This is an optimization exercise on Yosys and OpenROAD, whose aim is small area, not a production implementation.
Only simulation tests tie the RTL to the original design; equivalence was not proved.
The clock port is modelled as an ideal driver; clocking choices that lean on that would not hold on a real chip.
Power is estimated from default activity; no workload was simulated.

`design.v`:
```
module binary_to_7segment(
    input i_clk,
    input i_rst,
    input[3:0] i_binary_num,
    output o_segment_a,
    output o_segment_b,
    output o_segment_c,
    output o_segment_d,
    output o_segment_e,
    output o_segment_f,
    output o_segment_g
    );
    reg[3:0] d;
    always @(posedge i_clk)
    begin
        if(i_rst)
            d <= 4'h9;
        else
            d <= i_binary_num;
    end
    assign o_segment_a = !((!d[3] & d[2] & !d[1] & !d[0]) | (!d[2] & !d[1] & d[0]));
    assign o_segment_b =   (d[1] & d[0]) | (!d[3] & !d[2]) | (!d[1] & !d[0]);
    assign o_segment_c = !((d[3] & !d[2]) | (!d[2] & d[1] & !d[0]));
    assign o_segment_d = !(d[3] | (!d[2] & !d[1] & d[0]) | (d[2] & d[1] & d[0]) | (d[2] & !d[1] & !d[0]));
    assign o_segment_e = !(d[0] | (!d[3] & d[2] & !d[1]));
    assign o_segment_f = !((!d[3] & !d[2] & d[1]) | (!d[2] & d[0]) | (d[1] & d[0]));
    assign o_segment_g = !((!d[2] & !d[1]) | (d[2] & d[1] & d[0]));
endmodule
module count_and_toggle #(parameter COUNT_LIMIT = 5000) (
    input i_clk,
    input i_rst,
    input i_enable,
    output reg o_toggle
);
localparam [12:0] Q_START = 13'd11;   
reg [12:0] r_counter;
wire w_last = !r_counter[0] & !r_counter[1] & !r_counter[3] & !r_counter[5] &
              !r_counter[6] & !r_counter[9] & !r_counter[10] & !r_counter[12];
wire w_fb = r_counter[12] ~^ ~(r_counter[0] & r_counter[1]);
always @(posedge i_clk) begin
    if (i_rst | (i_enable & w_last))
        r_counter <= Q_START;
    else if (i_enable)
        r_counter <= {r_counter[11:0], w_fb};
    o_toggle <= !i_rst & i_enable & (o_toggle ^ w_last);
end
endmodule
module debounce_filter #(parameter
    DEBOUNCE_LIMIT = 250
    ) (
    input i_clk,
    input i_rst,
    input i_bouncy,
    output o_debounced
);
localparam [7:0] Q_START = 8'd15;    
reg [7:0] r_count;
reg r_state;
wire w_last = (r_count[6:0] == 7'd0);           
wire w_diff = i_bouncy ^ r_state;
wire w_clr  = i_rst | w_last | !w_diff;
wire w_fb   = r_count[7] ~^ ~(r_count[0] & r_count[4]);
always @(posedge i_clk)
begin
    if (w_clr)
        r_count <= Q_START;
    else
        r_count <= {~r_count[6:0], w_fb};
    if (i_rst)
        r_state <= 1'b0;
    else if (w_last)
        r_state <= i_bouncy;
end
assign o_debounced = r_state;
endmodule
module lfsr_22(
    input i_clk,
    input i_rst,
    output[21:0] o_lfsr_data
);
localparam [21:0] INV = 22'h2AAAAA;   
reg[21:0] r_lfsr;
always @(posedge i_clk) begin
    if(i_rst)
        r_lfsr <= INV;
    else
        r_lfsr <= {~r_lfsr[20:0], r_lfsr[21] ^ r_lfsr[20]};
end
assign o_lfsr_data = r_lfsr;
endmodule
module state_machine_game #(parameter CLKS_PER_SEC = 25000000, parameter GAME_LIMIT = 6)(
    input i_clk,
    input i_rst,
    input i_switch_1,
    input i_switch_2,
    input i_switch_3,
    input i_switch_4,
    output reg [3:0] o_score,
    output o_led_1,
    output o_led_2,
    output o_led_3,
    output o_led_4
    );
    localparam START = 3'd0;
    localparam PATTERN_OFF = 3'd2;
    localparam PATTERN_SHOW = 3'd3;
    localparam WAIT_PLAYER = 3'd1;
    localparam INCR_SCORE = 3'd4;
    localparam LOSER = 3'd5;
    localparam WINNER = 3'd6;
    localparam [3:0] SCORE_WIN = 4'hC;
    localparam [3:0] SCORE_LOSE = 4'hA;
    reg[2:0] r_sm_main;
    reg r_toggle, r_button_dv;
    reg[3:0] r_switch_n;    
    reg[13:0] r_pattern;
    wire [21:0] w_lfsr_data;
    reg[2:0] r_index;
    reg[1:0] r_button_raw;  
    wire w_count_en, w_toggle;
    wire [1:0] w_pat_raw =
        r_index[2] ? (r_index[1] ? r_pattern[13:12] : (r_index[0] ? r_pattern[11:10] : r_pattern[9:8]))
                   : (r_index[1] ? (r_index[0] ? r_pattern[7:6] : r_pattern[5:4])
                                 : (r_index[0] ? r_pattern[3:2] : r_pattern[1:0]));
    wire w_fall = !w_toggle & r_toggle;
    wire w_last = (o_score[2:0] == r_index);
    always @(posedge i_clk)
    begin
        if(i_rst)
        begin
            o_score <= 0;
            r_sm_main <= START;
        end
        else if(i_switch_1 & i_switch_2)
            r_sm_main <= START;
        else
        begin
            case(r_sm_main)
                START:
                begin
                    if(!i_switch_1 & !i_switch_2 & r_button_dv)
                    begin
                        o_score <= 0;
                        r_index <= 0;
                        r_sm_main <= PATTERN_OFF;
                    end
                end
                PATTERN_OFF:
                begin
                    if(w_fall)
                        r_sm_main <= PATTERN_SHOW;
                end
                PATTERN_SHOW:
                begin
                    if(w_fall)
                        if(w_last)
                        begin
                            r_index <= 0;
                            r_sm_main <= WAIT_PLAYER;
                        end
                        else
                        begin
                            r_index <= r_index + 1;
                            r_sm_main <= PATTERN_OFF;
                        end
                end
                WAIT_PLAYER:
                begin
                    if(r_button_dv)
                        if(w_pat_raw != r_button_raw)
                            r_sm_main <= LOSER;
                        else if(w_last)
                        begin
                            r_index <= 0;
                            r_sm_main <= INCR_SCORE;
                        end
                        else
                            r_index <= r_index + 1;
                end
                INCR_SCORE:
                begin
                    o_score <= {1'b0, o_score[2:0] + 3'd1};
                    if(o_score[2:1] == 2'b11)  
                        r_sm_main <= WINNER;
                    else
                        r_sm_main <= PATTERN_OFF;
                end
                WINNER:
                    o_score <= SCORE_WIN;
                LOSER:
                    o_score <= SCORE_LOSE;
                default:
                    r_sm_main <= START;
            endcase
        end
    end
    always @(posedge i_clk)
    begin
        if(r_sm_main == START)
            r_pattern <= w_lfsr_data[13:0];
    end
    wire w_show = (r_sm_main == PATTERN_SHOW);
    assign o_led_1 = (w_show & (w_pat_raw == 2'b10)) | i_switch_1;
    assign o_led_2 = (w_show & (w_pat_raw == 2'b11)) | i_switch_2;
    assign o_led_3 = (w_show & (w_pat_raw == 2'b00)) | i_switch_3;
    assign o_led_4 = (w_show & (w_pat_raw == 2'b01)) | i_switch_4;
    wire w_rel_1 = !r_switch_n[0] & !i_switch_1;
    wire w_rel_2 = !r_switch_n[1] & !i_switch_2;
    wire w_rel_3 = !r_switch_n[2] & !i_switch_3;
    wire w_rel_4 = !r_switch_n[3] & !i_switch_4;
    always @(posedge i_clk)
    begin
        r_toggle <= w_toggle;
        r_switch_n <= i_rst ? 4'b1111 : ~{i_switch_4, i_switch_3, i_switch_2, i_switch_1};
        r_button_dv <= !i_rst & (w_rel_1 | w_rel_2 | w_rel_3 | w_rel_4);
        r_button_raw[1] <= w_rel_1 | w_rel_2;
        r_button_raw[0] <= !w_rel_1 & (w_rel_2 | !w_rel_3);
    end
    assign w_count_en = r_sm_main[2:1] == 2'b01;  
    count_and_toggle #(.COUNT_LIMIT(CLKS_PER_SEC/4)) count_inst(
        .i_clk(i_clk),
        .i_rst(i_rst),
        .i_enable(w_count_en),
        .o_toggle(w_toggle)
    );
    lfsr_22 lfsr_inst(
        .i_clk(i_clk),
        .i_rst(i_rst),
        .o_lfsr_data(w_lfsr_data)
    );
endmodule
module state_machine_project_top(
    input i_clk,
    input i_rst,
    input i_switch_1,
    input i_switch_2,
    input i_switch_3,
    input i_switch_4,
    output o_led_1,
    output o_led_2,
    output o_led_3,
    output o_led_4,
    output o_segment2_a,
    output o_segment2_b,
    output o_segment2_c,
    output o_segment2_d,
    output o_segment2_e,
    output o_segment2_f,
    output o_segment2_g,
	output o_segment2_digit
    );
    localparam GAME_LIMIT = 7;  
    localparam CLKS_PER_SEC = 20000;  
    localparam DEBOUNCE_LIMIT = 250;  
    wire w_switch_1, w_switch_2, w_switch_3, w_switch_4;
    wire w_segment2_a, w_segment2_b, w_segment2_c, w_segment2_d, w_segment2_e, w_segment2_f, w_segment2_g;
    wire[3:0] w_score;
    debounce_filter #(.DEBOUNCE_LIMIT(DEBOUNCE_LIMIT)) debounce_sw1(
        .i_clk(i_clk),
        .i_rst(i_rst),
        .i_bouncy(!i_switch_1),  
        .o_debounced(w_switch_1)
    );
    debounce_filter #(.DEBOUNCE_LIMIT(DEBOUNCE_LIMIT)) debounce_sw2(
        .i_clk(i_clk),
        .i_rst(i_rst),
        .i_bouncy(i_switch_2),
        .o_debounced(w_switch_2)
    );
    debounce_filter #(.DEBOUNCE_LIMIT(DEBOUNCE_LIMIT)) debounce_sw3(
        .i_clk(i_clk),
        .i_rst(i_rst),
        .i_bouncy(i_switch_3),
        .o_debounced(w_switch_3)
    );
    debounce_filter #(.DEBOUNCE_LIMIT(DEBOUNCE_LIMIT)) debounce_sw4(
        .i_clk(i_clk),
        .i_rst(i_rst),
        .i_bouncy(i_switch_4),
        .o_debounced(w_switch_4)
    );
    state_machine_game #(.CLKS_PER_SEC(CLKS_PER_SEC), .GAME_LIMIT(GAME_LIMIT)) game_inst(
        .i_clk(i_clk),
        .i_rst(i_rst),
        .i_switch_1(w_switch_1),
        .i_switch_2(w_switch_2),
        .i_switch_3(w_switch_3),
        .i_switch_4(w_switch_4),
        .o_score(w_score),
        .o_led_1(o_led_1),
        .o_led_2(o_led_2),
        .o_led_3(o_led_3),
        .o_led_4(o_led_4)
    );
    binary_to_7segment scoreboard(
        .i_clk(i_clk),
        .i_rst(i_rst),
        .i_binary_num(w_score),
        .o_segment_a(w_segment2_a),
        .o_segment_b(w_segment2_b),
        .o_segment_c(w_segment2_c),
        .o_segment_d(w_segment2_d),
        .o_segment_e(w_segment2_e),
        .o_segment_f(w_segment2_f),
        .o_segment_g(w_segment2_g)
    );
    assign o_segment2_a = w_segment2_a;
    assign o_segment2_b = w_segment2_b;
    assign o_segment2_c = w_segment2_c;
    assign o_segment2_d = w_segment2_d;
    assign o_segment2_e = w_segment2_e;
    assign o_segment2_f = w_segment2_f;
    assign o_segment2_g = w_segment2_g;
	assign o_segment2_digit = 1'b0;  
endmodule
```
`run.sh`:
```
#!/bin/bash
# synth_recipe.tcl (not shown) runs the flow's synth.tcl, then flattens the netlist and writes it again
# the make line also repeats each setting of config.mk as NAME=value (left out here)
make -C /OpenROAD-flow-scripts/flow DESIGN_CONFIG=/design/flow/config.mk WORK_HOME=/design/flow/orfs CLKGATE_MAP_FILE= SYNTH_SCRIPT=/design/flow/synth_recipe.tcl finish
```
`config.mk`:
```
export PLATFORM = sky130hd
export DESIGN_NAME = state_machine_project_top
export DESIGN_NICKNAME = state_machine_project_top
export VERILOG_FILES = /design/flow/design.v
export SDC_FILE = /design/flow/constraint.sdc
export NUM_CORES = 4
export LEC_CHECK = 0
export CAP_MARGIN = 20
export CORE_MARGIN = 2
export CORE_UTILIZATION = 40
export SLEW_MARGIN = 20
```
`constraint.sdc`:
```
create_clock -name core_clock -period 10.0 [get_ports {i_clk}]
set_input_delay 2.0000 -clock core_clock [delete_from_list [all_inputs] [get_ports {i_clk}]]
set_output_delay 2.0000 -clock core_clock [all_outputs]
set_load 0.01 [all_outputs]
```
==> impl_metrics.toml, run 1 <==
[status]
status = "finished clean"

[logic_synthesis]
ys.flop_type = "dfxtp_1"
synth_top_family_by_area = "simple AND/OR/NAND/NOR gates"
ys_types = 49
synth_compound_area_frac = 0.1025
ys_warn_count = 5
synthesis.instances = 404
synth_area_leader_cell = "dfxtp_1"
synth_mux_area_frac = 0.01941
yosys-top-cells-area = "dfxtp_1, edfxtp_1, nand2_1"
synth_area_sq_um = 3931
synth-simple-area-share = 0.2187
synth_seq_cells = 108
yosysSeqAreaShare = 0.5933
synth_edf_count = 17
synthXorXnorAreaFrac = 0.03342
postSynthAreaPerCell_sq_um = 9.731
synth_fa_ha_area_frac = 0.006365
syn-num-nets = 412
ys_async_sr_fraction = 0
synth.top_cell.area_share = 0.4634

[sta]
finClkSkew_ns = 0.01043
final.setup.tns_ns = 0
hold_ws_ns = 0.3857
setup_viol = 0
rsz0062_at_grt = "no"
relSlewSlack = 0.3801
period_needed_ns = 4.690
min_period_over_period = 0.4690
worst_slack_ns = 5.310
slew_viol_final = 0
max_freq_mhz = 213.2
worstMarginPinSlew_ns = 0.9265
hold_viol = 0

[floorplanning]
initial_core_util = 0.4078
rows = 36
ios = 18
die_w_microns = 103.1
fp.dieArea_sq_um = 10640
die_height_microns = 103.1
core_area_sq_um = 9639

[routing]
num_vias = 2681
wl_per_cell_microns = 12.10
via_per_inst = 4.866
drt-pass1-iter-count = 4
antenna_left = 0
routed_wl_mm = 6.667
drc = 0
drt_iter0_markers = 60

[clock_network]
insertion_delay_ns = 0.37
cts_buffer_depth = 2
tritoncts = "done"
htreeDepth = 3
hold_buffers = 0
cts.sinks = 108
cts_setup_buffers = 0
cts_resized = 0
root_buffer = "clkbuf_8"
numCtsBuffers = 9
clk_pin_slew_worst_paths_ns = 0.10

[min_path]
hp-class = "flip-flop to flip-flop"
min_from = "game_inst.lfsr_inst.r_lfsr[16]"

[place]
dp_hpwl_mm = 4.628
finalWeightedCongestion = 0.7549
port_buffers = 16
dp_cells = 535
place_ws_ns = 5.714

[pwr]
powerDensity_nw_per_um2 = 171.7
leakagePower_nw = 1.573
power.total_w = 0.0007519
ir_drop_mv = 0.09652

[global_route]
grt_first_pass_wirelength_mm = 11.36
grt_overflow = 0
grt_usage = 0.1378
grt_max_degree = 50
grt_pass1_vias = 2541
antenna_found_initial = 0

[layout]
num_antenna_cells = 0
syn_to_final_growth_pct = 11.36
num-nets-final = 421
final_cells = 551
drive_above_1_share = 0.06459

[critical_path]
crit-reg2reg-launch = "game_inst.r_index[0]"
cp.required_ns = 8.00
startpoint = "game_inst.r_index[0]"
endpoint_kind = "output pin"
worstSetupStartpointType = "flip-flop"
path_max_fanout = 7
worstPathArrival_ns = 2.69
path_class = "flip-flop to output pin"

[flow_run]
max_cap_viol_count = 0
[worst paths after layout]
check,endpoint,slack (ns),cells after the start
max,o_led_3,5.31,5
min reg2reg,game_inst.lfsr_inst.r_lfsr[17],0.39,1
max reg2reg,game_inst.r_index[2],7.62,5
min,game_inst.lfsr_inst.r_lfsr[17],0.39,1
[area by class of cell]
class / count / area (sq um)
fill: 956 / 5261
sequential: 108 / 2332
multi-input combinational: 271 / 1499
timing repair buffer: 18 / 175.2
tap: 133 / 166.4
clock buffer: 10 / 127.6
clock inverter: 6 / 58.81
inverter: 5 / 18.77
[metrics by stage]
stage	util	area, sq um
CTS	0.4542	4378
global placement	0.4348	4192
detailed placement	0.4348	4192
finish	0.4542	4378
floorplan	-	3931
global route	0.4542	4378
[synth_stat cells (all sizes together), types with 3 or more instances]
library cell,count
clkbuf,16
o22ai,5
nor2b,4
nor4,6
nand2b,21
nand3,12
or3,4
xor2,6
a21oi,20
nor3,8
xnor2,9
edfxtp,17
a31oi,3
inv,5
or2,7
o21bai,5
nand2,61
o21ai,9
dfxtp,91
nor2,54
buf,4
mux2i,5
nand3b,3
[critical path: stages, from the launching register on]
cell,delay [ns]
edfxtp_1,0.52
mux2_4,0.33
o211a_1,0.22
or2_2,0.31
o41ai_1,0.34
clkdlybuf4s50_1,0.60
[where the power goes]
group	switching [W]	internal, W	leakage, nW
logic	0.0000222	0.0000161	0.570
clock network	0.000153	0.0000960	0.0906
registers	0.00000917	0.000456	0.913
total	0.000184	0.000568	1.57
[layout by cell type (no fill, tap or decap), drive strengths merged, types with 4 or more instances in the layout]
cell,instances
mux2i,5
o22ai,5
nor4,6
nand2b,21
or3,4
o21bai,5
clkdlybuf4s50,16
inv,8
xnor2,9
edfxtp,17
nand3,12
nand2,61
clkbuf,10
o21ai,9
nor3,8
xor2,6
or2,7
dfxtp,91
nor2b,4
nor2,54
a21oi,20
[routing by layer]
metal | vias to the layer above | GRT usage | part of all wire
li1 | 1386 | - | -
met1 | 1254 | 0.1691 | 0.48
met2 | 35 | 0.2273 | 0.47
met3 | 6 | 0.03661 | 0.037
met4 | 0 | 0.06275 | 0.013
met5 | - | 0 | 0
[sequential cells by signal (all words and copies together) (netlist names), 2 cells and up]
register                        cells
game_inst.r_pattern                14
game_inst.o_score                   4
game_inst.r_index                   3
game_inst.count_inst.r_counter     13
game_inst.r_sm_main                 3
game_inst.lfsr_inst.r_lfsr         22
debounce_sw2.r_count                8
game_inst.r_switch_n                4
game_inst.r_button_raw              2
scoreboard.d                        4
debounce_sw1.r_count                8
debounce_sw3.r_count                8
debounce_sw4.r_count                8
[kinds of logic (layout without fill, tap and decap cells)]
group,Yosys count,in the layout
simple gates,185,185
flops,108,108
compound gates,61,61
buf+inv,25,39
xor+xnor,15,15
mux,7,7
fa+ha+maj,2,2
other cells,1,1
==> run 2: changes to the inputs <==
==> flow/run.sh (new file) <==
#!/bin/bash
# Own layout flow: the standard flow (standard.sh) with two changes:
#  - ports are buffered with the smallest buffer (buf_1) instead of the
#    resizer's default choice;
#  - clock tree synthesis takes its arguments from flow/cts_args.txt
#    (e.g. a smaller buffer list, no dummy loads).
# Every tool's output goes to a log file in this folder (and ORFS's own logs
# stay under orfs/logs).
set -euo pipefail
HERE=$(cd "$(dirname "$0")" && pwd)
export BUFFER_PORTS_ARGS="-buffer_cell sky130_fd_sc_hd__buf_1"
export CTS_ARGS="$(cat "$HERE/cts_args.txt")"
bash standard.sh > standard_flow.log 2>&1
==> flow/cts_args.txt (new file) <==
-sink_clustering_enable -repair_clock_nets -dont_use_dummy_load
==> standard.sh (new file) <==
#!/bin/bash
# synth_recipe.tcl (not shown) runs the flow's synth.tcl, then flattens the netlist and writes it again
# the make line also repeats each setting of config.mk as NAME=value (left out here)
make -C /OpenROAD-flow-scripts/flow DESIGN_CONFIG=/design/flow/config.mk WORK_HOME=/design/flow/orfs CLKGATE_MAP_FILE= SYNTH_SCRIPT=/design/flow/synth_recipe.tcl "${@:-finish}"
removed: run.sh
==> impl_metrics.toml, run 2 <==
[sta]
period_needed_ns = 4.315
final.setup.tns_ns = 0
max_freq_mhz = 231.7
relSlewSlack = 0.3654
hold_viol = 0
min_period_over_period = 0.4315
setup_viol = 0
worstMarginPinSlew_ns = 0.9483
slew_viol_final = 0
finClkSkew_ns = 0.03223
rsz0062_at_grt = "no"

[logic_synthesis]
synth_area_sq_um = 3931
synth.top_cell.area_share = 0.4634
synth_most_common_cell = "dfxtp_1"
yosysSeqAreaShare = 0.5933
synth_edf_count = 17
synth_area_leader_cell = "dfxtp_1"
ys_warn_count = 5
ys_types = 49
synthesis.instances = 404
postSynthAreaPerCell_sq_um = 9.731
ys.flop_type = "dfxtp_1"
synth_top_cells_by_count = "dfxtp_1, nand2_1, nor2_1, nand2b_1, a21oi_1"
ys_async_sr_fraction = 0
synth_seq_cells = 108
syn-num-nets = 412
yosys-top-cells-area = "dfxtp_1, edfxtp_1, nand2_1"

[pwr]
netSwitchingFraction = 0.2174
ir_drop_mv = 0.1166
clkPwrFrac = 0.288
power.total_w = 0.0007027
power_switching_w = 0.0001527
seq_power_share = 0.662
p_comb_frac = 0.050
powerDensity_nw_per_um2 = 166.6
internal-power_w = 0.0005499
leakagePower_nw = 1.509

[global_route]
antenna_found_initial = 0
grt_pass1_vias = 2456
grt_max_degree = 50
grt_overflow = 0
grt_usage = 0.1333
grt_first_pass_wirelength_mm = 10.97

[routing]
num_vias = 2655
wl_per_cell_microns = 11.96
antenna_left = 0
drc = 0
drt_iter0_markers = 75
drt-pass1-iter-count = 4
via_per_inst = 4.881
routed_wl_mm = 6.504

[critical_path]
endpoint = "o_led_3"
crit-reg2reg-launch = "game_inst.r_index[0]"
rr_worst_depth = 5
path_max_fanout = 7
startpoint = "game_inst.r_index[0]"
slowest_delay_ns = 0.53
endpoint_kind = "output pin"
rr_endpoint = "game_inst.r_index[2]"
crit_path_top_delay_cell = "edfxtp_1"
worstSetupStartpointType = "flip-flop"
r2r_slack_ns = 7.61
worstPathArrival_ns = 2.32
path_class = "flip-flop to output pin"
worstPathCellList = "mux2_4 > o211a_1 > or2_2 > o41ai_1 > buf_1"
cp.required_ns = 8.00

[clock_network]
root_buffer = "clkbuf_8"
cts_resized = 0
hold_buffers = 0
cts.sinks = 108
tritoncts = "done"
cts_buffer_depth = 2
insertion_delay_ns = 0.36
htreeDepth = 3
numCtsBuffers = 9
cts_setup_buffers = 0
clk_pin_slew_worst_paths_ns = 0.10

[floorplanning]
die_w_microns = 103.1
initial_core_util = 0.4078
fp.dieArea_sq_um = 10640
rows = 36
die_height_microns = 103.1
ios = 18
core_area_sq_um = 9639

[min_path]
hp-class = "flip-flop to flip-flop"

[layout]
final_common_cell = "dfxtp_1"
fillers = 975
regMostFlops = "game_inst.lfsr_inst.r_lfsr"
num-nets-final = 421
syn_to_final_growth_pct = 7.256
largest_register_ffs = 22
num_antenna_cells = 0
drive_above_1_share = 0.05353
mostFrequentLayoutCells = "dfxtp_1, nand2_1, nor2_1"
reg.largest.list = "game_inst.lfsr_inst.r_lfsr (22), game_inst.r_pattern (14), game_inst.count_inst.r_counter (13)"
final_cells = 544

[flow_run]
max_cap_viol_count = 0

[place]
finalWeightedCongestion = 0.7824
dp_hpwl_mm = 4.511
dp_cells = 535
port_buffers = 16

[status]
status = "finished clean"
[run 2: changes by cell type in the layout (fill, tap and decap cells not counted)]
cell	change
clkinv_4	-1
clkbuf_2	+1
buf_1	+15
clkbuf_1	-1
clkdlybuf4s50_1	-16
inv_6	-3
clkinvlp_4	-1
clkinv_8	-1
[run 2: layout make-up]
type                       count  area [sq um]  share of cell area
timing repair buffer          18         76.32             0.01810
tap                          133         166.4             0.03947
sequential                   108          2332              0.5531
inverter                       5         18.77            0.004451
multi-input combinational    271          1499              0.3555
clock buffer                   9         123.9             0.02938
[run 2: stage by stage]
step / setup slack [ns] / instance area, sq um / utilization / hold slack, ns
floorplan: 6.194 / 3931 / - / 0.3529
global placement: 6.144 / 4093 / 0.4246 / 0.3636
detailed placement: 6.091 / 4093 / 0.4246 / 0.3622
CTS: 5.672 / 4217 / 0.4374 / 0.3806
global route: 5.556 / 4217 / 0.4374 / 0.3995
finish: 5.685 / 4217 / 0.4374 / 0.3784
[run 2: worst min path at each step]
stage / cells past startpoint / slack [ns] / endpoint / start
6_report: 1 / 0.38 / debounce_sw1.r_count[2] / debounce_sw1.r_count[1]
5_1_grt: 0 / 0.40 / game_inst.r_toggle / game_inst.count_inst.o_toggle
4_1_cts: 1 / 0.38 / debounce_sw1.r_count[2] / debounce_sw1.r_count[1]
3_5_place_dp: 1 / 0.36 / game_inst.lfsr_inst.r_lfsr[15] / game_inst.lfsr_inst.r_lfsr[14]
3_3_place_gp: 1 / 0.36 / debounce_sw1.r_count[2] / debounce_sw1.r_count[1]
2_1_floorplan: 1 / 0.35 / debounce_sw1.r_count[3] / debounce_sw1.r_count[2]
[run 2: power by group through the flow]
stage	combinational [W]	sequential [W]	clock [W]
detailed placement	0.0000361	0.000475	0
global route	0.0000407	0.000467	0.000230
floorplan	0.0000298	0.000471	0
global placement	0.0000349	0.000475	0
CTS	0.0000362	0.000465	0.000213
finish	0.0000355	0.000465	0.000202
[run 2: logic make-up (layout without fill, tap and decap cells)]
group,count (synthesis),in the layout,synth area share
adder cells (fa/ha/maj),2,2,0.006364
flip-flops,108,108,0.5933
multiplexers,7,7,0.01941
buffers and inverters,25,32,0.02546
AND/OR/NAND/NOR,185,185,0.2187
AO/OA/AOI/OAI,61,61,0.1025
XOR/XNOR,15,15,0.03342
other,1,1,0.0009539
[run 2: layer usage]
layer,up-vias,track usage,share of wire
li1,1377,-,-
met1,1224,0.1635,0.48
met2,44,0.2168,0.46
met3,10,0.04203,0.038
met4,0,0.05668,0.021
met5,-,0,0
[run 2: worst max-delay path: cells and delay by family, from the launching register on]
family	cells	cell delay, ns
AO/OA/AOI/OAI	2	0.55
flip-flops	1	0.53
multiplexers	1	0.34
AND/OR/NAND/NOR	1	0.32
buffers and inverters	1	0.21
==> run 3: changes to the inputs <==
==> flow/cts_args.txt (replaced) <==
-sink_clustering_enable -repair_clock_nets -dont_use_dummy_load -buf_list sky130_fd_sc_hd__clkbuf_8 -sink_clustering_size 25 -sink_clustering_max_diameter 60
--- a/config.mk
+++ b/config.mk
@@ -7,5 +7,5 @@
 export LEC_CHECK = 0
 export CAP_MARGIN = 20
 export CORE_MARGIN = 2
-export CORE_UTILIZATION = 40
+export CORE_UTILIZATION = 60
 export SLEW_MARGIN = 20
==> impl_metrics.toml, run 3 <==
[routing]
drt_iter0_markers = 84
routed_wl_mm = 6.393
drt-pass1-iter-count = 4
num_vias = 2666
wl_per_cell_microns = 13.13
drc = 0
via_per_inst = 5.474
antenna_left = 0

[pwr]
clkPwrFrac = 0.286
power_switching_w = 0.0001502
powerDensity_nw_per_um2 = 169.1
p_comb_frac = 0.050
netSwitchingFraction = 0.2146
internal-power_w = 0.0005497
power.total_w = 0.0006998
seq_power_share = 0.664
ir_drop_mv = 0.1332
leakagePower_nw = 1.504

[floorplanning]
core_area_sq_um = 6350
fp.dieArea_sq_um = 7216
ios = 18
initial_core_util = 0.6191
die_w_microns = 84.95
die_height_microns = 84.95
rows = 29

[clock_network]
cts_resized = 0
htreeDepth = 3
insertion_delay_ns = 0.35
cts.sinks = 108
clk_pin_slew_worst_paths_ns = 0.09
cts_setup_buffers = 0
numCtsBuffers = 9
hold_buffers = 0
tritoncts = "done"
cts_buffer_depth = 2
root_buffer = "clkbuf_8"

[logic_synthesis]
ys.flop_type = "dfxtp_1"
synthesis.instances = 404
synth_most_common_cell = "dfxtp_1"
yosysSeqAreaShare = 0.5933
ys_types = 49
syn-num-nets = 412
synth_seq_cells = 108
ys_async_sr_fraction = 0
postSynthAreaPerCell_sq_um = 9.731
synth_area_leader_cell = "dfxtp_1"
synth_edf_count = 17
ys_warn_count = 5
synth_top_cells_by_count = "dfxtp_1, nand2_1, nor2_1, nand2b_1, a21oi_1"
synth.top_cell.area_share = 0.4634
yosys-top-cells-area = "dfxtp_1, edfxtp_1, nand2_1"
synth_area_sq_um = 3931

[sta]
max_freq_mhz = 234.6
period_needed_ns = 4.262
worstMarginPinSlew_ns = 0.9276
setup_viol = 0
worst_slack_ns = 5.738
finClkSkew_ns = 0.02195
hold_ws_ns = 0.3796
rsz0062_at_grt = "no"
slew_viol_final = 0
relSlewSlack = 0.3793
final.setup.tns_ns = 0
hold_viol = 0
min_period_over_period = 0.4262

[place]
dp_cells = 478
dp_hpwl_mm = 4.483
place_ws_ns = 6.091
port_buffers = 16
finalWeightedCongestion = 0.7949

[layout]
largest_register_ffs = 22
syn_to_final_growth_pct = 5.283
final_cells = 487
reg.largest.list = "game_inst.lfsr_inst.r_lfsr (22), game_inst.r_pattern (14), game_inst.count_inst.r_counter (13)"
fillers = 539
final_common_cell = "dfxtp_1"
seq_area_sq_um = 2332
mostFrequentLayoutCells = "dfxtp_1, nand2_1, nor2_1"
drive_above_1_share = 0.05122
multi_input_area_sq_um = 1499
regMostFlops = "game_inst.lfsr_inst.r_lfsr"
num-nets-final = 420
num_antenna_cells = 0

[global_route]
grt_pass1_vias = 2576
grt_usage = 0.1954
grt_overflow = 0
antenna_found_initial = 0
grt_first_pass_wirelength_mm = 11.30
grt_max_degree = 50

[critical_path]
worstPathArrival_ns = 2.26
endpoint_kind = "output pin"
cp.required_ns = 8.00
path_max_fanout = 7
path_class = "flip-flop to output pin"
worstSetupStartpointType = "flip-flop"

[min_path]
hp-class = "flip-flop to flip-flop"

[flow_run]
max_cap_viol_count = 0

[status]
status = "finished clean"
-- run 3: worst paths after layout --
path | start | end | slack, ns | cells after the start
max | game_inst.r_index[0] | o_led_3 | 5.74 | 5
min | game_inst.lfsr_inst.r_lfsr[18] | game_inst.lfsr_inst.r_lfsr[19] | 0.38 | 1
max reg2reg | game_inst.r_index[0] | game_inst.r_index[0] | 7.68 | 5
min reg2reg | game_inst.lfsr_inst.r_lfsr[18] | game_inst.lfsr_inst.r_lfsr[19] | 0.38 | 1
-- run 3: per-layer routing --
layer	part of all wire	GRT usage	up-vias	wire, microns
li1	-	-	1382	-
met2	0.49	0.3295	31	3134
met5	0	0	-	0
met1	0.46	0.2343	1246	2940
met3	0.037	0.06031	7	239
met4	0.013	0.07504	0	80
-- run 3: cell families (layout without fill, tap and decap cells) --
| group | after synthesis | count (layout) | share of synthesized area |
|---|---|---|---|
| adders and majority gates | 2 | 2 | 0.006364 |
| AOI/OAI and AO/OA | 61 | 61 | 0.1025 |
| buffers and inverters | 25 | 31 | 0.02546 |
| and+or+nand+nor | 185 | 185 | 0.2187 |
| other | 1 | 1 | 0.0009539 |
| muxes | 7 | 7 | 0.01941 |
| DFF | 108 | 108 | 0.5933 |
| xor gates and xnor gates | 15 | 15 | 0.03342 |
-- run 3: layout make-up --
class	count	area share
tap	77	0.02328
inverter	5	0.004534
multi-input combinational	271	0.3622
timing repair buffer	17	0.01663
sequential	108	0.5635
clock buffer	9	0.02993
-- run 3: metrics by stage --
| step | utilization | instance area, sq um |
|---|---|---|
| 6_report | 0.6518 | 4139 |
| 5_1_grt | 0.6518 | 4139 |
| 4_1_cts | 0.6518 | 4139 |
| 3_5_place_dp | 0.6323 | 4015 |
| 3_3_place_gp | 0.6323 | 4015 |
| 2_1_floorplan | - | 3931 |
-- run 3: power groups by stage --
stage / registers, W / clock network (W) / logic (W)
6_report: 0.000465 / 0.000200 / 0.0000351
3_5_place_dp: 0.000475 / 0 / 0.0000357
3_3_place_gp: 0.000475 / 0 / 0.0000346
2_1_floorplan: 0.000471 / 0 / 0.0000298
4_1_cts: 0.000465 / 0.000210 / 0.0000356
5_1_grt: 0.000467 / 0.000223 / 0.0000404
-- run 3: critical path: stages, from the launching register on --
cell      delay (ns)
edfxtp_1        0.51
mux2_4          0.34
o211a_1         0.23
or2_2           0.31
o41ai_1         0.34
buf_1           0.19
==> run 4: changes to the inputs <==
==> flow/cts_args.txt (replaced) <==
-sink_clustering_enable -repair_clock_nets -dont_use_dummy_load -buf_list sky130_fd_sc_hd__clkbuf_8 -sink_clustering_size 40 -sink_clustering_max_diameter 100
==> impl_metrics.toml, run 4 <==
[critical_path]
worstSetupStartpointType = "flip-flop"
worstPathArrival_ns = 2.26
crit-reg2reg-launch = "game_inst.r_index[0]"
endpoint_kind = "output pin"
startpoint = "game_inst.r_index[0]"
cp.required_ns = 8.00
path_class = "flip-flop to output pin"
path_max_fanout = 7

[logic_synthesis]
ys_async_sr_fraction = 0
postSynthAreaPerCell_sq_um = 9.731
syn-num-nets = 412
yosys-top-cells-area = "dfxtp_1, edfxtp_1, nand2_1"
synth_area_leader_cell = "dfxtp_1"
yosysSeqAreaShare = 0.5933
ys_types = 49
synthesis.instances = 404
synth_most_common_cell = "dfxtp_1"
ys_warn_count = 5
synth_area_sq_um = 3931
ys.flop_type = "dfxtp_1"
synth_seq_cells = 108
synth_top_cells_by_count = "dfxtp_1, nand2_1, nor2_1, nand2b_1, a21oi_1"
synth.top_cell.area_share = 0.4634
synth_edf_count = 17

[routing]
via_per_inst = 5.474
wl_per_cell_microns = 13.13
drc = 0
antenna_left = 0
routed_wl_mm = 6.393
num_vias = 2666
drt_iter0_markers = 84
drt-pass1-iter-count = 4

[sta]
setup_viol = 0
hold_viol = 0
relSlewSlack = 0.3793
slew_viol_final = 0
min_period_over_period = 0.4262
rsz0062_at_grt = "no"
final.setup.tns_ns = 0
finClkSkew_ns = 0.02195
max_freq_mhz = 234.6
period_needed_ns = 4.262
worstMarginPinSlew_ns = 0.9276

[layout]
drive_above_1_share = 0.05122
syn_to_final_growth_pct = 5.283
reg.largest.list = "game_inst.lfsr_inst.r_lfsr (22), game_inst.r_pattern (14), game_inst.count_inst.r_counter (13)"
num-nets-final = 420
mostFrequentLayoutCells = "dfxtp_1, nand2_1, nor2_1"
num_antenna_cells = 0
largest_register_ffs = 22
final_common_cell = "dfxtp_1"
postLayoutCoreUtil = 0.6518
regMostFlops = "game_inst.lfsr_inst.r_lfsr"

[global_route]
grt_first_pass_wirelength_mm = 11.30
antenna_found_initial = 0
grt_max_degree = 50
grt_usage = 0.1954
grt_pass1_vias = 2576
grt_overflow = 0

[floorplanning]
initial_core_util = 0.6191
die_w_microns = 84.95
ios = 18
die_height_microns = 84.95
core_area_sq_um = 6350
fp.dieArea_sq_um = 7216
rows = 29

[clock_network]
cts_resized = 0
numCtsBuffers = 9
hold_buffers = 0
root_buffer = "clkbuf_8"
htreeDepth = 3
tritoncts = "done"
insertion_delay_ns = 0.35
cts.sinks = 108
clk_pin_slew_worst_paths_ns = 0.09
cts_buffer_depth = 2
cts_setup_buffers = 0

[min_path]
min_from = "game_inst.lfsr_inst.r_lfsr[18]"
hp-class = "flip-flop to flip-flop"

[pwr]
power_switching_w = 0.0001502
internal-power_w = 0.0005497
netSwitchingFraction = 0.2146
clkPwrFrac = 0.286
p_comb_frac = 0.050
seq_power_share = 0.664
leakagePower_nw = 1.504
powerDensity_nw_per_um2 = 169.1
ir_drop_mv = 0.1332

[place]
finalWeightedCongestion = 0.7949
dp_hpwl_mm = 4.483
port_buffers = 16

[flow_run]
max_cap_viol_count = 0

[status]
status = "finished clean"
run 4: layout make-up:
type	count	area, sq um
inverters	5	18.77
flip-flops and latches	108	2332
fillers	539	2211
clock buffers	9	123.9
well taps	77	96.34
multi-input cells	271	1499
repair buffers	17	68.82
run 4: metrics by stage:
step | std cells | area [sq um] | setup WS (ns) | hold slack [ns] | power [W]
after floorplan | 404 | 3931 | 6.194 | 0.3529 | 0.0005008
after global placement | 478 | 4015 | 6.077 | 0.3570 | 0.0005094
after detailed placement | 478 | 4015 | 6.091 | 0.3611 | 0.0005104
after CTS | 487 | 4139 | 5.714 | 0.3827 | 0.0007100
after global routing | 487 | 4139 | 5.628 | 0.3956 | 0.0007307
final | 487 | 4139 | 5.738 | 0.3796 | 0.0006998
run 4: critical path, stage by stage (launching register included):
cell and delay, ns:
edfxtp_1 0.51, mux2_4 0.34, o211a_1 0.23, or2_2 0.31, o41ai_1 0.34, buf_1 0.19
run 4: per-layer routing:
layer	wire (microns)	share of wire	GRT usage	vias to the layer above
met1	2940	0.46	0.2343	1246
met5	0	0	0	-
met4	80	0.013	0.07504	0
met3	239	0.037	0.06031	7
met2	3134	0.49	0.3295	31
li1	-	-	-	1382
run 4: worst paths after layout:
check | endpoint | slack (ns) | cells after the start
max | o_led_3 | 5.74 | 5
min | game_inst.lfsr_inst.r_lfsr[19] | 0.38 | 1
max reg2reg | game_inst.r_index[0] | 7.68 | 5
min reg2reg | game_inst.lfsr_inst.r_lfsr[19] | 0.38 | 1
run 4: cells by family (layout without fill, tap and decap cells):
| logic type | after synthesis | in the layout | share of synthesized area |
|---|---|---|---|
| buf+inv | 25 | 31 | 0.02546 |
| fa+ha+maj | 2 | 2 | 0.006364 |
| simple gates | 185 | 185 | 0.2187 |
| other cells | 1 | 1 | 0.0009539 |
| flops | 108 | 108 | 0.5933 |
| xor+xnor | 15 | 15 | 0.03342 |
| compound gates | 61 | 61 | 0.1025 |
| mux | 7 | 7 | 0.01941 |
run 4: power by group through the flow:
stage / sequential [W] / combinational, W / clock [W]
3_3_place_gp: 0.000475 / 0.0000346 / 0
5_1_grt: 0.000467 / 0.0000404 / 0.000223
6_report: 0.000465 / 0.0000351 / 0.000200
2_1_floorplan: 0.000471 / 0.0000298 / 0
3_5_place_dp: 0.000475 / 0.0000357 / 0
4_1_cts: 0.000465 / 0.0000356 / 0.000210
==> run 5: changes to the inputs <==
==> flow/cts_args.txt (replaced) <==
-sink_clustering_enable -repair_clock_nets -dont_use_dummy_load -buf_list sky130_fd_sc_hd__clkbuf_16 -sink_clustering_size 60 -sink_clustering_max_diameter 150
==> impl_metrics.toml, run 5 <==
[floorplanning]
ios = 18
initial_core_util = 0.6191
fp.dieArea_sq_um = 7216
rows = 29
die_w_microns = 84.95
die_height_microns = 84.95
core_area_sq_um = 6350

[global_route]
grt_first_pass_wirelength_mm = 11.40
grt_pass1_vias = 2611
antenna_found_initial = 0
grt_usage = 0.1976
grt_max_degree = 50
grt_overflow = 0

[sta]
min_period_over_period = 0.4231
worst_slack_ns = 5.769
finClkSkew_ns = 0.01890
relSlewSlack = 0.3843
max_freq_mhz = 236.4
worstMarginPinSlew_ns = 0.9202
setup_viol = 0
period_needed_ns = 4.231
hold_viol = 0
slew_viol_final = 0
rsz0062_at_grt = "no"
hold_ws_ns = 0.3730
final.setup.tns_ns = 0

[routing]
wl_per_cell_microns = 13.14
routed_wl_mm = 6.399
antenna_left = 0
drt_iter0_markers = 91
num_vias = 2659
via_per_inst = 5.460
drt-pass1-iter-count = 4
drc = 0

[layout]
postLayoutCoreUtil = 0.6678
num_antenna_cells = 0
num-nets-final = 420
reg.largest.list = "game_inst.lfsr_inst.r_lfsr (22), game_inst.r_pattern (14), game_inst.count_inst.r_counter (13)"
final_common_cell = "dfxtp_1"
drive_above_1_share = 0.05122
syn_to_final_growth_pct = 7.861
regMostFlops = "game_inst.lfsr_inst.r_lfsr"
mostFrequentLayoutCells = "dfxtp_1, nand2_1, nor2_1"
largest_register_ffs = 22

[status]
status = "finished clean"

[critical_path]
path_max_fanout = 7
endpoint_kind = "output pin"
worstSetupStartpointType = "flip-flop"
crit-reg2reg-launch = "game_inst.r_index[0]"
slowest_delay_ns = 0.51
endpoint = "o_led_3"
rr_endpoint = "game_inst.r_index[0]"
startpoint = "game_inst.r_index[0]"
rr_worst_depth = 5
worstPathArrival_ns = 2.23
worstPathCellList = "mux2_4 > o211a_1 > or2_2 > o41ai_1 > buf_1"
r2r_slack_ns = 7.69
cp.required_ns = 8.00
crit_path_top_delay_cell = "edfxtp_1"
path_class = "flip-flop to output pin"

[logic_synthesis]
synth_area_leader_cell = "dfxtp_1"
yosys-top-cells-area = "dfxtp_1, edfxtp_1, nand2_1"
synth_top_cells_by_count = "dfxtp_1, nand2_1, nor2_1, nand2b_1, a21oi_1"
synth_most_common_cell = "dfxtp_1"
synth_seq_cells = 108
synth_edf_count = 17
ys_async_sr_fraction = 0
synth_area_sq_um = 3931
yosysSeqAreaShare = 0.5933
postSynthAreaPerCell_sq_um = 9.731
ys_warn_count = 5
syn-num-nets = 412
synth.top_cell.area_share = 0.4634
ys_types = 49
ys.flop_type = "dfxtp_1"
synthesis.instances = 404

[pwr]
ir_drop_mv = 0.1493
power.total_w = 0.0007895
powerDensity_nw_per_um2 = 186.2
leakagePower_nw = 1.551

[place]
place_ws_ns = 6.091
finalWeightedCongestion = 0.7949
port_buffers = 16
dp_hpwl_mm = 4.483

[clock_network]
numCtsBuffers = 9
cts.sinks = 108
cts_setup_buffers = 0
tritoncts = "done"
htreeDepth = 3
clk_pin_slew_worst_paths_ns = 0.06
cts_buffer_depth = 2
hold_buffers = 0
cts_resized = 0
insertion_delay_ns = 0.34
root_buffer = "clkbuf_16"

[min_path]
hp-class = "flip-flop to flip-flop"

[flow_run]
max_cap_viol_count = 0
==> run 5: cell counts after synthesis <==
Identical to the previous run, type by type.
==> run 5: layer usage <==
layer / wire [microns] / GRT usage / part of all wire
met3: 236 / 0.05739 / 0.037
met4: 90 / 0.09091 / 0.014
met2: 3100 / 0.3303 / 0.48
met5: 0 / 0 / 0
met1: 2971 / 0.2356 / 0.46
==> run 5: worst min-delay path by stage <==
stage                                        start                        endpoint  depth (start not counted)
floorplan                  debounce_sw1.r_count[2]         debounce_sw1.r_count[3]                          1
finish              game_inst.lfsr_inst.r_lfsr[18]  game_inst.lfsr_inst.r_lfsr[19]                          1
detailed placement  game_inst.lfsr_inst.r_lfsr[18]  game_inst.lfsr_inst.r_lfsr[19]                          1
global route        game_inst.lfsr_inst.r_lfsr[18]  game_inst.lfsr_inst.r_lfsr[19]                          1
CTS                 game_inst.lfsr_inst.r_lfsr[18]  game_inst.lfsr_inst.r_lfsr[19]                          1
global placement    game_inst.lfsr_inst.r_lfsr[16]  game_inst.lfsr_inst.r_lfsr[17]                          1
==> run 5: layout make-up <==
| class | count | area [sq um] |
|---|---|---|
| clock buffers | 9 | 225.2 |
| inverters | 5 | 18.77 |
| multi-input cells | 271 | 1499 |
| well taps | 77 | 96.34 |
| fillers | 523 | 2110 |
| flip-flops and latches | 108 | 2332 |
| repair buffers | 17 | 68.82 |
==> run 5: logic make-up (layout without fill, tap and decap cells) <==
| kind of cell | Yosys count | in the layout | synth area share |
|---|---|---|---|
| other cells | 1 | 1 | 0.0009539 |
| flops | 108 | 108 | 0.5933 |
| buf+inv | 25 | 31 | 0.02546 |
| fa+ha+maj | 2 | 2 | 0.006364 |
| compound gates | 61 | 61 | 0.1025 |
| simple gates | 185 | 185 | 0.2187 |
| xor+xnor | 15 | 15 | 0.03342 |
| mux | 7 | 7 | 0.01941 |
==> run 5: power breakdown <==
group          switching (W)  internal [W]
Clock               0.000130      0.000159
Combinational      0.0000222     0.0000130
Sequential        0.00000925      0.000456
Total               0.000162      0.000628
==> run 5: per-stage QoR <==
step | instances | area (sq um)
after floorplan | 404 | 3931
after global placement | 478 | 4015
after detailed placement | 478 | 4015
after CTS | 487 | 4240
after global routing | 487 | 4240
final | 487 | 4240
==> run 5: critical path, delay by kind of cell (launching register included) <==
kind                   cells  cell delay (ns)
and+or+nand+nor            1             0.31
AOI/OAI and AO/OA          2             0.56
muxes                      1             0.34
buffers and inverters      1             0.19
DFF                        1             0.51
==> run 6: changes to the inputs <==
==> flow/cts_args.txt (replaced) <==
-sink_clustering_enable -repair_clock_nets -dont_use_dummy_load -buf_list sky130_fd_sc_hd__clkbuf_4 sky130_fd_sc_hd__clkbuf_8 -sink_clustering_size 30 -sink_clustering_max_diameter 80
--- a/config.mk
+++ b/config.mk
@@ -7,5 +7,5 @@
 export LEC_CHECK = 0
 export CAP_MARGIN = 20
 export CORE_MARGIN = 2
-export CORE_UTILIZATION = 60
+export CORE_UTILIZATION = 75
 export SLEW_MARGIN = 20
==> impl_metrics.toml, run 6 <==
[logic_synthesis]
synthesis.instances = 404
postSynthAreaPerCell_sq_um = 9.731
synth_top_cells_by_count = "dfxtp_1, nand2_1, nor2_1, nand2b_1, a21oi_1"
synth.top_cell.area_share = 0.4634
synth_seq_cells = 108
synth_area_leader_cell = "dfxtp_1"
syn-num-nets = 412
ys_warn_count = 5
synth_most_common_cell = "dfxtp_1"
yosys-top-cells-area = "dfxtp_1, edfxtp_1, nand2_1"
ys_async_sr_fraction = 0
synth_area_sq_um = 3931
ys.flop_type = "dfxtp_1"
synth_edf_count = 17
ys_types = 49
yosysSeqAreaShare = 0.5933

[floorplanning]
die_height_microns = 76.40
die_w_microns = 76.40
rows = 26
ios = 18
initial_core_util = 0.7747

[place]
dp_hpwl_mm = 4.532
finalWeightedCongestion = 0.9416
port_buffers = 16

[status]
error_line = "[ERROR STA-0564] clock_tree_synthesis positional arguments not supported."
stop_stage = "4_1_cts"
status = "aborted with a tool error"
[run 6: how the worst min path moves through the flow]
stage / startpoint / to / slack [ns] / depth (start not counted)
detailed placement: game_inst.lfsr_inst.r_lfsr[18] / game_inst.lfsr_inst.r_lfsr[19] / 0.36 / 1
floorplan: debounce_sw1.r_count[2] / debounce_sw1.r_count[3] / 0.35 / 1
global placement: game_inst.lfsr_inst.r_lfsr[18] / game_inst.lfsr_inst.r_lfsr[19] / 0.36 / 1
[run 6: cell families after synthesis]
family / count (synthesis) / synth area share
buffers and inverters: 25 / 0.02546
adders and majority gates: 2 / 0.006364
DFF: 108 / 0.5933
xor gates and xnor gates: 15 / 0.03342
and+or+nand+nor: 185 / 0.2187
muxes: 7 / 0.01941
AOI/OAI and AO/OA: 61 / 0.1025
other: 1 / 0.0009539
[run 6: metrics by stage]
stage / cell area (sq um) / hold slack, ns / std cells / worst slack, ns / util
after floorplan: 3931 / 0.3529 / 404 / 6.194 / -
after global placement: 4006 / 0.3587 / 471 / 6.174 / 0.7894
after detailed placement: 4006 / 0.3638 / 471 / 6.059 / 0.7894
[run 6: power by group through the flow]
stage,clock [W],combinational (W),sequential (W)
floorplan,0,0.0000298,0.000471
detailed placement,0,0.0000352,0.000475
global placement,0,0.0000341,0.000474
==> run 7: changes to the inputs <==
==> flow/cts_args.txt (replaced) <==
-sink_clustering_enable -repair_clock_nets -dont_use_dummy_load -root_buf sky130_fd_sc_hd__clkbuf_8 -buf_list sky130_fd_sc_hd__clkbuf_4 -sink_clustering_size 10 -sink_clustering_max_diameter 40
==> impl_metrics.toml, run 7 <==
[status]
status = "finished clean"

[pwr]
ir_drop_mv = 0.1574
seq_power_share = 0.666
p_comb_frac = 0.050
clkPwrFrac = 0.284
internal-power_w = 0.0005497
powerDensity_nw_per_um2 = 169.3
power_switching_w = 0.0001495
netSwitchingFraction = 0.2138
leakagePower_nw = 1.504
power.total_w = 0.0006992

[clock_network]
tritoncts = "done"
htreeDepth = 3
cts_buffer_depth = 2
cts_setup_buffers = 0
numCtsBuffers = 9
clk_pin_slew_worst_paths_ns = 0.10
root_buffer = "clkbuf_8"
hold_buffers = 0
insertion_delay_ns = 0.35
cts_resized = 0
cts.sinks = 108

[critical_path]
worstSetupStartpointType = "flip-flop"
startpoint = "game_inst.r_index[0]"
path_class = "flip-flop to output pin"
crit_path_top_delay_cell = "edfxtp_1"
worstPathArrival_ns = 2.32
path_max_fanout = 7
rr_worst_depth = 5
endpoint_kind = "output pin"
crit_buf_inv = 1
cp.depth = 5
crit-reg2reg-launch = "game_inst.r_index[0]"
rr_endpoint = "game_inst.r_index[1]"
r2r_slack_ns = 7.64
slowest_delay_ns = 0.51
cp.required_ns = 8.00
worstPathCellList = "mux2_4 > o211a_1 > or2_2 > o41ai_1 > buf_1"
critPathTopFamily = "compound AO/OA/AOI/OAI gates"
endpoint = "o_led_3"

[routing]
num_vias = 2721
wl_per_cell_microns = 13.40
drc = 0
antenna_left = 0
drt-pass1-iter-count = 5
via_per_inst = 5.669
routed_wl_mm = 6.430
drt_iter0_markers = 245

[layout]
syn_to_final_growth_pct = 5.060
largest_register_ffs = 22
reg.largest.list = "game_inst.lfsr_inst.r_lfsr (22), game_inst.r_pattern (14), game_inst.count_inst.r_counter (13)"
postLayoutCoreUtil = 0.8139
fillers = 331
drive_above_1_share = 0.05122
mostFrequentLayoutCells = "dfxtp_1, nand2_1, nor2_1"
regMostFlops = "game_inst.lfsr_inst.r_lfsr"
num-nets-final = 420
final_common_cell = "dfxtp_1"
num_antenna_cells = 0

[place]
finalWeightedCongestion = 0.9416
port_buffers = 16
dp_hpwl_mm = 4.532
place_ws_ns = 6.059

[logic_synthesis]
syn-num-nets = 412
synth_seq_cells = 108
synth_most_common_cell = "dfxtp_1"
synth_area_leader_cell = "dfxtp_1"
synth_top_cells_by_count = "dfxtp_1, nand2_1, nor2_1, nand2b_1, a21oi_1"
ys_async_sr_fraction = 0
yosys-top-cells-area = "dfxtp_1, edfxtp_1, nand2_1"
ys_warn_count = 5
postSynthAreaPerCell_sq_um = 9.731
synth_area_sq_um = 3931
yosysSeqAreaShare = 0.5933
synthesis.instances = 404
synth_edf_count = 17
ys_types = 49
ys.flop_type = "dfxtp_1"
synth.top_cell.area_share = 0.4634

[global_route]
use_met3 = 0.06754
grt_overflow = 0
grt-busiest-layer = "met2"
antenna_found_initial = 0
grt_usage = 0.2366
grtUsageMet1 = 0.3060
grt_pass1_vias = 2524
grt_max_degree = 50
grt_first_pass_wirelength_mm = 11.00
grt_use_met2 = 0.3894

[sta]
final.setup.tns_ns = 0
hold_viol = 0
period_needed_ns = 4.322
rsz0062_at_grt = "no"
relSlewSlack = 0.3551
worst_slack_ns = 5.678
max_freq_mhz = 231.4
setup_viol = 0
finClkSkew_ns = 0.02626
worstMarginPinSlew_ns = 0.9638
min_period_over_period = 0.4322
slew_viol_final = 0

[floorplanning]
die_w_microns = 76.40
fp.dieArea_sq_um = 5837
ios = 18
initial_core_util = 0.7747
rows = 26
die_height_microns = 76.40
core_area_sq_um = 5075

[flow_run]
max_cap_viol_count = 0

[min_path]
hp-class = "flip-flop to flip-flop"
==> run 7: cell counts after synthesis <==
No cell type changed its count.
==> run 7: cell type report <==
cell class / count / area, sq um / share of cell area
Clock buffer: 9 / 123.9 / 0.02999
Inverter: 5 / 18.77 / 0.004544
Multi-Input combinational cell: 271 / 1499 / 0.3629
Sequential cell: 108 / 2332 / 0.5647
Tap cell: 70 / 87.58 / 0.02121
Timing Repair Buffer: 17 / 68.82 / 0.01666
==> run 7: cell families (layout without fill, tap and decap cells) <==
| logic type | after synthesis | after routing | share of synthesized area |
|---|---|---|---|
| muxes | 7 | 7 | 0.01941 |
| and+or+nand+nor | 185 | 185 | 0.2187 |
| DFF | 108 | 108 | 0.5933 |
| adders and majority gates | 2 | 2 | 0.006364 |
| AOI/OAI and AO/OA | 61 | 61 | 0.1025 |
| buffers and inverters | 25 | 31 | 0.02546 |
| other | 1 | 1 | 0.0009539 |
| xor gates and xnor gates | 15 | 15 | 0.03342 |
==> run 7: per-layer routing <==
metal / routed length [microns] / up-vias
li1: - / 1378
met1: 2912 / 1249
met2: 3109 / 88
met3: 361 / 6
met4: 46 / 0
met5: 0 / -
==> run 7: how the worst min path moves through the flow <==
stage                                          end  slack [ns]                           start  depth (start not counted)
finish                     debounce_sw2.r_count[2]        0.37         debounce_sw2.r_count[1]                          1
global route                    game_inst.r_toggle        0.40   game_inst.count_inst.o_toggle                          0
CTS                        debounce_sw2.r_count[2]        0.38         debounce_sw2.r_count[1]                          1
detailed placement  game_inst.lfsr_inst.r_lfsr[19]        0.36  game_inst.lfsr_inst.r_lfsr[18]                          1
global placement    game_inst.lfsr_inst.r_lfsr[19]        0.36  game_inst.lfsr_inst.r_lfsr[18]                          1
floorplan                  debounce_sw1.r_count[3]        0.35         debounce_sw1.r_count[2]                          1
==> run 7: power by group through the flow <==
stage / combinational, W / sequential, W / clock (W)
finish: 0.0000353 / 0.000465 / 0.000199
global placement: 0.0000341 / 0.000474 / 0
floorplan: 0.0000298 / 0.000471 / 0
detailed placement: 0.0000352 / 0.000475 / 0
global route: 0.0000401 / 0.000467 / 0.000220
CTS: 0.0000355 / 0.000465 / 0.000205
==> run 7: metrics by stage <==
step | cells | hold WS (ns) | instance area [sq um]
2_1_floorplan | 404 | 0.3529 | 3931
3_3_place_gp | 471 | 0.3587 | 4006
3_5_place_dp | 471 | 0.3638 | 4006
4_1_cts | 480 | 0.3786 | 4130
5_1_grt | 480 | 0.3950 | 4130
6_report | 480 | 0.3704 | 4130
==> run 7: worst register-to-register path: stages (launching register included) <==
cell	delay, ns
edfxtp_1	0.51
mux2_1	0.36
o211a_1	0.24
or3_1	0.37
a221o_1	0.38
o32ai_2	0.18
==> run 8: changes to the inputs <==
==> flow/cts_args.txt (replaced) <==
-sink_clustering_enable -repair_clock_nets -dont_use_dummy_load -buf_list {sky130_fd_sc_hd__clkbuf_4 sky130_fd_sc_hd__clkbuf_8} -sink_clustering_size 30 -sink_clustering_max_diameter 80
==> impl_metrics.toml, run 8 <==
[status]
status = "finished clean"

[critical_path]
worstPathArrival_ns = 2.32
crit_path_top_delay_cell = "edfxtp_1"
slowest_delay_ns = 0.51
endpoint_kind = "output pin"
r2r_slack_ns = 7.64
crit_buf_inv = 1
crit-reg2reg-launch = "game_inst.r_index[0]"
path_class = "flip-flop to output pin"
cp.required_ns = 8.00
path_max_fanout = 7
worstPathCellList = "mux2_4 > o211a_1 > or2_2 > o41ai_1 > buf_1"
rr_endpoint = "game_inst.r_index[1]"
worstSetupStartpointType = "flip-flop"
rr_worst_depth = 5
critPathTopFamily = "compound AO/OA/AOI/OAI gates"

[logic_synthesis]
synth_top_cells_by_count = "dfxtp_1, nand2_1, nor2_1, nand2b_1, a21oi_1"
yosys-top-cells-area = "dfxtp_1, edfxtp_1, nand2_1"
synth_most_common_cell = "dfxtp_1"
ys_async_sr_fraction = 0
syn-num-nets = 412
ys_types = 49
synth_seq_cells = 108
synth.top_cell.area_share = 0.4634
synthesis.instances = 404
postSynthAreaPerCell_sq_um = 9.731
synth_edf_count = 17
ys.flop_type = "dfxtp_1"
synth_area_leader_cell = "dfxtp_1"
ys_warn_count = 5
synth_area_sq_um = 3931
yosysSeqAreaShare = 0.5933

[sta]
slew_viol_final = 0
relSlewSlack = 0.3551
worstMarginPinSlew_ns = 0.9638
worst_slack_ns = 5.678
rsz0062_at_grt = "no"
min_period_over_period = 0.4322
hold_viol = 0
max_freq_mhz = 231.4
setup_viol = 0
finClkSkew_ns = 0.02626
final.setup.tns_ns = 0
period_needed_ns = 4.322

[routing]
via_per_inst = 5.669
drt-pass1-iter-count = 5
num_vias = 2721
drc = 0
drt_iter0_markers = 245
antenna_left = 0
routed_wl_mm = 6.430
wl_per_cell_microns = 13.40

[min_path]
min_from = "debounce_sw2.r_count[1]"
hold-path-cell-count = 1
hold_end = "debounce_sw2.r_count[2]"
hp-class = "flip-flop to flip-flop"

[flow_run]
max_cap_viol_count = 0

[layout]
fillers = 331
regMostFlops = "game_inst.lfsr_inst.r_lfsr"
reg.largest.list = "game_inst.lfsr_inst.r_lfsr (22), game_inst.r_pattern (14), game_inst.count_inst.r_counter (13)"
drive_above_1_share = 0.05122
final_common_cell = "dfxtp_1"
mostFrequentLayoutCells = "dfxtp_1, nand2_1, nor2_1"
num_antenna_cells = 0
postLayoutCoreUtil = 0.8139
syn_to_final_growth_pct = 5.060
num-nets-final = 420
largest_register_ffs = 22

[place]
dp_hpwl_mm = 4.532
port_buffers = 16
place_ws_ns = 6.059
finalWeightedCongestion = 0.9416

[pwr]
power.total_w = 0.0006992
ir_drop_mv = 0.1574
powerDensity_nw_per_um2 = 169.3
leakagePower_nw = 1.504

[clock_network]
cts_buffer_depth = 2
tritoncts = "done"
root_buffer = "clkbuf_8"
cts.sinks = 108
cts_setup_buffers = 0
cts_resized = 0
hold_buffers = 0
htreeDepth = 3
insertion_delay_ns = 0.35
clk_pin_slew_worst_paths_ns = 0.10
numCtsBuffers = 9

[floorplanning]
ios = 18
rows = 26
initial_core_util = 0.7747
die_height_microns = 76.40
fp.dieArea_sq_um = 5837
die_w_microns = 76.40
core_area_sq_um = 5075

[global_route]
grt_first_pass_wirelength_mm = 11.00
grt_max_degree = 50
grt_pass1_vias = 2524
grt_overflow = 0
grt_usage = 0.2366
antenna_found_initial = 0
run 8: report_power, final:
part           switching [W]  total [W]  internal, W
sequential        0.00000967   0.000465     0.000456
clock               0.000117   0.000199    0.0000810
combinational      0.0000223  0.0000353    0.0000130
total               0.000149   0.000699     0.000550
run 8: routing by layer:
metal  vias up  track usage  routed length (microns)
met5         -            0                        0
met4         0      0.07091                       46
met3         6      0.06754                      361
met2        88       0.3894                     3109
met1      1249       0.3060                     2912
li1       1378            -                        -
run 8: worst max path at each step:
| stage | startpoint | endpoint | cells past startpoint |
|---|---|---|---|
| after CTS | game_inst.r_index[0] | o_led_3 | 5 |
| after global placement | game_inst.r_index[0] | o_led_3 | 5 |
| after floorplan | game_inst.r_index[0] | o_led_3 | 4 |
| after global routing | game_inst.r_index[0] | o_led_3 | 5 |
| after detailed placement | game_inst.r_index[0] | o_led_3 | 5 |
| final | game_inst.r_index[0] | o_led_3 | 5 |
run 8: worst reg2reg max path: stages, from the launching register on:
cell and delay [ns]:
edfxtp_1 0.51, mux2_1 0.36, o211a_1 0.24, or3_1 0.37, a221o_1 0.38, o32ai_2 0.18
run 8: cell type report:
class | count | area (sq um) | share of cell area
sequential | 108 | 2332 | 0.5647
timing repair buffer | 17 | 68.82 | 0.01666
inverter | 5 | 18.77 | 0.004544
clock buffer | 9 | 123.9 | 0.02999
tap | 70 | 87.58 | 0.02121
multi-input combinational | 271 | 1499 | 0.3629
run 8: cells by family (layout without fill, tap and decap cells):
group | count (synthesis) | count (layout) | synth area share
AO/OA/AOI/OAI | 61 | 61 | 0.1025
other | 1 | 1 | 0.0009539
XOR/XNOR | 15 | 15 | 0.03342
adder cells (fa/ha/maj) | 2 | 2 | 0.006364
AND/OR/NAND/NOR | 185 | 185 | 0.2187
buffers and inverters | 25 | 31 | 0.02546
multiplexers | 7 | 7 | 0.01941
flip-flops | 108 | 108 | 0.5933
run 8: metrics by stage:
stage / cell area, sq um / std cells / hold slack (ns)
after floorplan: 3931 / 404 / 0.3529
after global placement: 4006 / 471 / 0.3587
after detailed placement: 4006 / 471 / 0.3638
after CTS: 4130 / 480 / 0.3786
after global routing: 4130 / 480 / 0.3950
final: 4130 / 480 / 0.3704
==> run 9: changes to the inputs <==
--- a/flow/run.sh
+++ b/flow/run.sh
@@ -10,4 +10,5 @@
 HERE=$(cd "$(dirname "$0")" && pwd)
 export BUFFER_PORTS_ARGS="-buffer_cell sky130_fd_sc_hd__buf_1"
 export CTS_ARGS="$(cat "$HERE/cts_args.txt")"
+export POST_CTS_TCL="$HERE/post_cts.tcl"
 bash standard.sh > standard_flow.log 2>&1
==> flow/cts_args.txt (replaced) <==
-sink_clustering_enable -repair_clock_nets -dont_use_dummy_load -buf_list sky130_fd_sc_hd__clkbuf_8 -sink_clustering_size 25 -sink_clustering_max_diameter 60
==> flow/post_cts.tcl (new file) <==
set clk_slew_limit 0.110
proc my_max_clk_slew {} {
  estimate_parasitics -placement
  set mx 0
  foreach pin [get_pins -hierarchical */CLK] {
    set s [get_property $pin slew_max]
    if {$s > $mx} { set mx $s }
  }
  return $mx
}
set bufs {}
foreach inst [get_cells *] {
  set m [get_property $inst ref_name]
  set n [get_full_name $inst]
  if {[string match sky130_fd_sc_hd__clkbuf_* $m] && [string match clkbuf_* $n]} {
    lappend bufs [list $n $m]
  }
}
# leaves first, root last
set bufs [lsort -decreasing -index 0 $bufs]
puts "post_cts: clock slew before [my_max_clk_slew]"
foreach b $bufs {
  lassign $b n m
  foreach cand {sky130_fd_sc_hd__clkbuf_1 sky130_fd_sc_hd__clkbuf_2 sky130_fd_sc_hd__clkbuf_4} {
    if {$cand eq $m} { break }
    replace_cell $n $cand
    set s [my_max_clk_slew]
    if {$s <= $clk_slew_limit} {
      puts "post_cts: $n $m -> $cand (max clock slew $s)"
      set m $cand
      break
    }
    replace_cell $n $m
  }
}
puts "post_cts: clock slew after [my_max_clk_slew]"
detailed_placement
check_placement -verbose
--- a/config.mk
+++ b/config.mk
@@ -7,5 +7,5 @@
 export LEC_CHECK = 0
 export CAP_MARGIN = 20
 export CORE_MARGIN = 2
-export CORE_UTILIZATION = 75
+export CORE_UTILIZATION = 60
 export SLEW_MARGIN = 20
==> impl_metrics.toml, run 9 <==
[status]
status = "finished clean"

[global_route]
grt_usage = 0.1954
grt_overflow = 0
antenna_found_initial = 0
grt_first_pass_wirelength_mm = 11.29
grt_pass1_vias = 2577
grt_max_degree = 50

[logic_synthesis]
ys_warn_count = 5
synth_compound_area_frac = 0.1025
synth_most_common_cell = "dfxtp_1"
yosysSeqAreaShare = 0.5933
synthesis.instances = 404
synth.top_cell.area_share = 0.4634
synth-simple-area-share = 0.2187
postSynthAreaPerCell_sq_um = 9.731
synthXorXnorAreaFrac = 0.03342
ys_types = 49
synth_area_sq_um = 3931
synth_fa_ha_area_frac = 0.006365
synth_seq_cells = 108
synth_mux_area_frac = 0.01941
ys.flop_type = "dfxtp_1"
synth_edf_count = 17
synth_area_leader_cell = "dfxtp_1"
syn-num-nets = 412
ys_async_sr_fraction = 0
synth_top_family_by_area = "simple AND/OR/NAND/NOR gates"
yosys-top-cells-area = "dfxtp_1, edfxtp_1, nand2_1"

[critical_path]
cp.required_ns = 8.00
r2r_slack_ns = 7.64
slowest_delay_ns = 0.53
startpoint = "game_inst.r_index[0]"
worstPathArrival_ns = 2.47
path_class = "flip-flop to output pin"
crit_path_top_delay_cell = "edfxtp_1"
worstSetupStartpointType = "flip-flop"
worstPathCellList = "mux2_4 > o211a_1 > or2_2 > o41ai_1 > buf_1"
crit-reg2reg-launch = "game_inst.r_index[0]"
path_max_fanout = 7
endpoint_kind = "output pin"

[sta]
slew_viol_final = 0
min_period_over_period = 0.4474
worst_slack_ns = 5.526
worstMarginPinSlew_ns = 0.9180
relSlewSlack = 0.3857
max_freq_mhz = 223.5
finClkSkew_ns = 0.03129
period_needed_ns = 4.474
final.setup.tns_ns = 0
rsz0062_at_grt = "no"
setup_viol = 0

[layout]
regMostFlops = "game_inst.lfsr_inst.r_lfsr"
num-nets-final = 420
mostFrequentLayoutCells = "dfxtp_1, nand2_1, nor2_1"
final_common_cell = "dfxtp_1"
drive_above_1_share = 0.05122
syn_to_final_growth_pct = 4.901
postLayoutCoreUtil = 0.6495
reg.largest.list = "game_inst.lfsr_inst.r_lfsr (22), game_inst.r_pattern (14), game_inst.count_inst.r_counter (13)"
largest_register_ffs = 22
final_cells = 487
fillers = 541
num_antenna_cells = 0

[routing]
wl_met1_mm = 2.928
via_per_inst = 5.476
met2WireLength_mm = 3.084
drc = 0
met3_length_microns = 279
num_vias = 2667
drt-pass1-iter-count = 4
wl_per_cell_microns = 13.09
antenna_left = 0
drt_iter0_markers = 85
routed_wl_mm = 6.374

[pwr]
power_switching_w = 0.0001496
seq_power_share = 0.677
clkPwrFrac = 0.272
ir_drop_mv = 0.1295
leakagePower_nw = 1.499
powerDensity_nw_per_um2 = 166.6
internal-power_w = 0.0005373
p_comb_frac = 0.051
netSwitchingFraction = 0.2178

[floorplanning]
die_height_microns = 84.95
core_area_sq_um = 6350
ios = 18
initial_core_util = 0.6191
fp.dieArea_sq_um = 7216
rows = 29
die_w_microns = 84.95

[place]
placed_area_sq_um = 4015
place_ws_ns = 6.091
finalWeightedCongestion = 0.7949
dp_cells = 478
port_buffers = 16
dp_hpwl_mm = 4.483

[clock_network]
clk_pin_slew_worst_paths_ns = 0.10
tritoncts = "done"
cts.sinks = 108
insertion_delay_ns = 0.53

[flow_run]
max_cap_viol_count = 0

[min_path]
hp-class = "flip-flop to flip-flop"
run 9: worst paths after layout:
| path | endpoint | depth (start not counted) |
|---|---|---|
| worst min-delay path | game_inst.lfsr_inst.r_lfsr[19] | 1 |
| worst min register to register | game_inst.lfsr_inst.r_lfsr[19] | 1 |
| worst max register to register | game_inst.r_index[1] | 5 |
| worst max-delay path | o_led_3 | 5 |
run 9: power by group through the flow:
stage | Sequential (W) | Combinational [W] | Clock (W)
global placement | 0.000475 | 0.0000346 | 0
floorplan | 0.000471 | 0.0000298 | 0
finish | 0.000465 | 0.0000351 | 0.000187
detailed placement | 0.000475 | 0.0000357 | 0
global route | 0.000467 | 0.0000404 | 0.000210
run 9: cell type report:
class | count | area (sq um) | share of cell area
clock buffer | 9 | 108.9 | 0.02640
sequential | 108 | 2332 | 0.5655
inverter | 5 | 18.77 | 0.004551
tap | 77 | 96.34 | 0.02336
timing repair buffer | 17 | 68.82 | 0.01669
multi-input combinational | 271 | 1499 | 0.3635
run 9: metal layers:
metal | vias up | track usage
met3 | 8 | 0.06031
met2 | 40 | 0.3295
met1 | 1239 | 0.2343
met5 | - | 0
li1 | 1380 | -
met4 | 0 | 0.07504
run 9: cell families after synthesis:
logic type      Yosys count
mux                       7
fa+ha+maj                 2
simple gates            185
xor+xnor                 15
buf+inv                  25
flops                   108
compound gates           61
other cells               1
run 9: stage by stage:
step	hold WS [ns]	power [W]
floorplan	0.3529	0.0005008
detailed placement	0.3611	0.0005104
global route	0.3963	0.0007176
global placement	0.3570	0.0005094
finish	0.3801	0.0006869
run 9: critical path, delay by kind of cell (launching register included):
kind                   cells  cell delay (ns)
multiplexers               1             0.34
AO/OA/AOI/OAI              2             0.57
flip-flops                 1             0.53
buffers and inverters      1             0.19
AND/OR/NAND/NOR            1             0.31
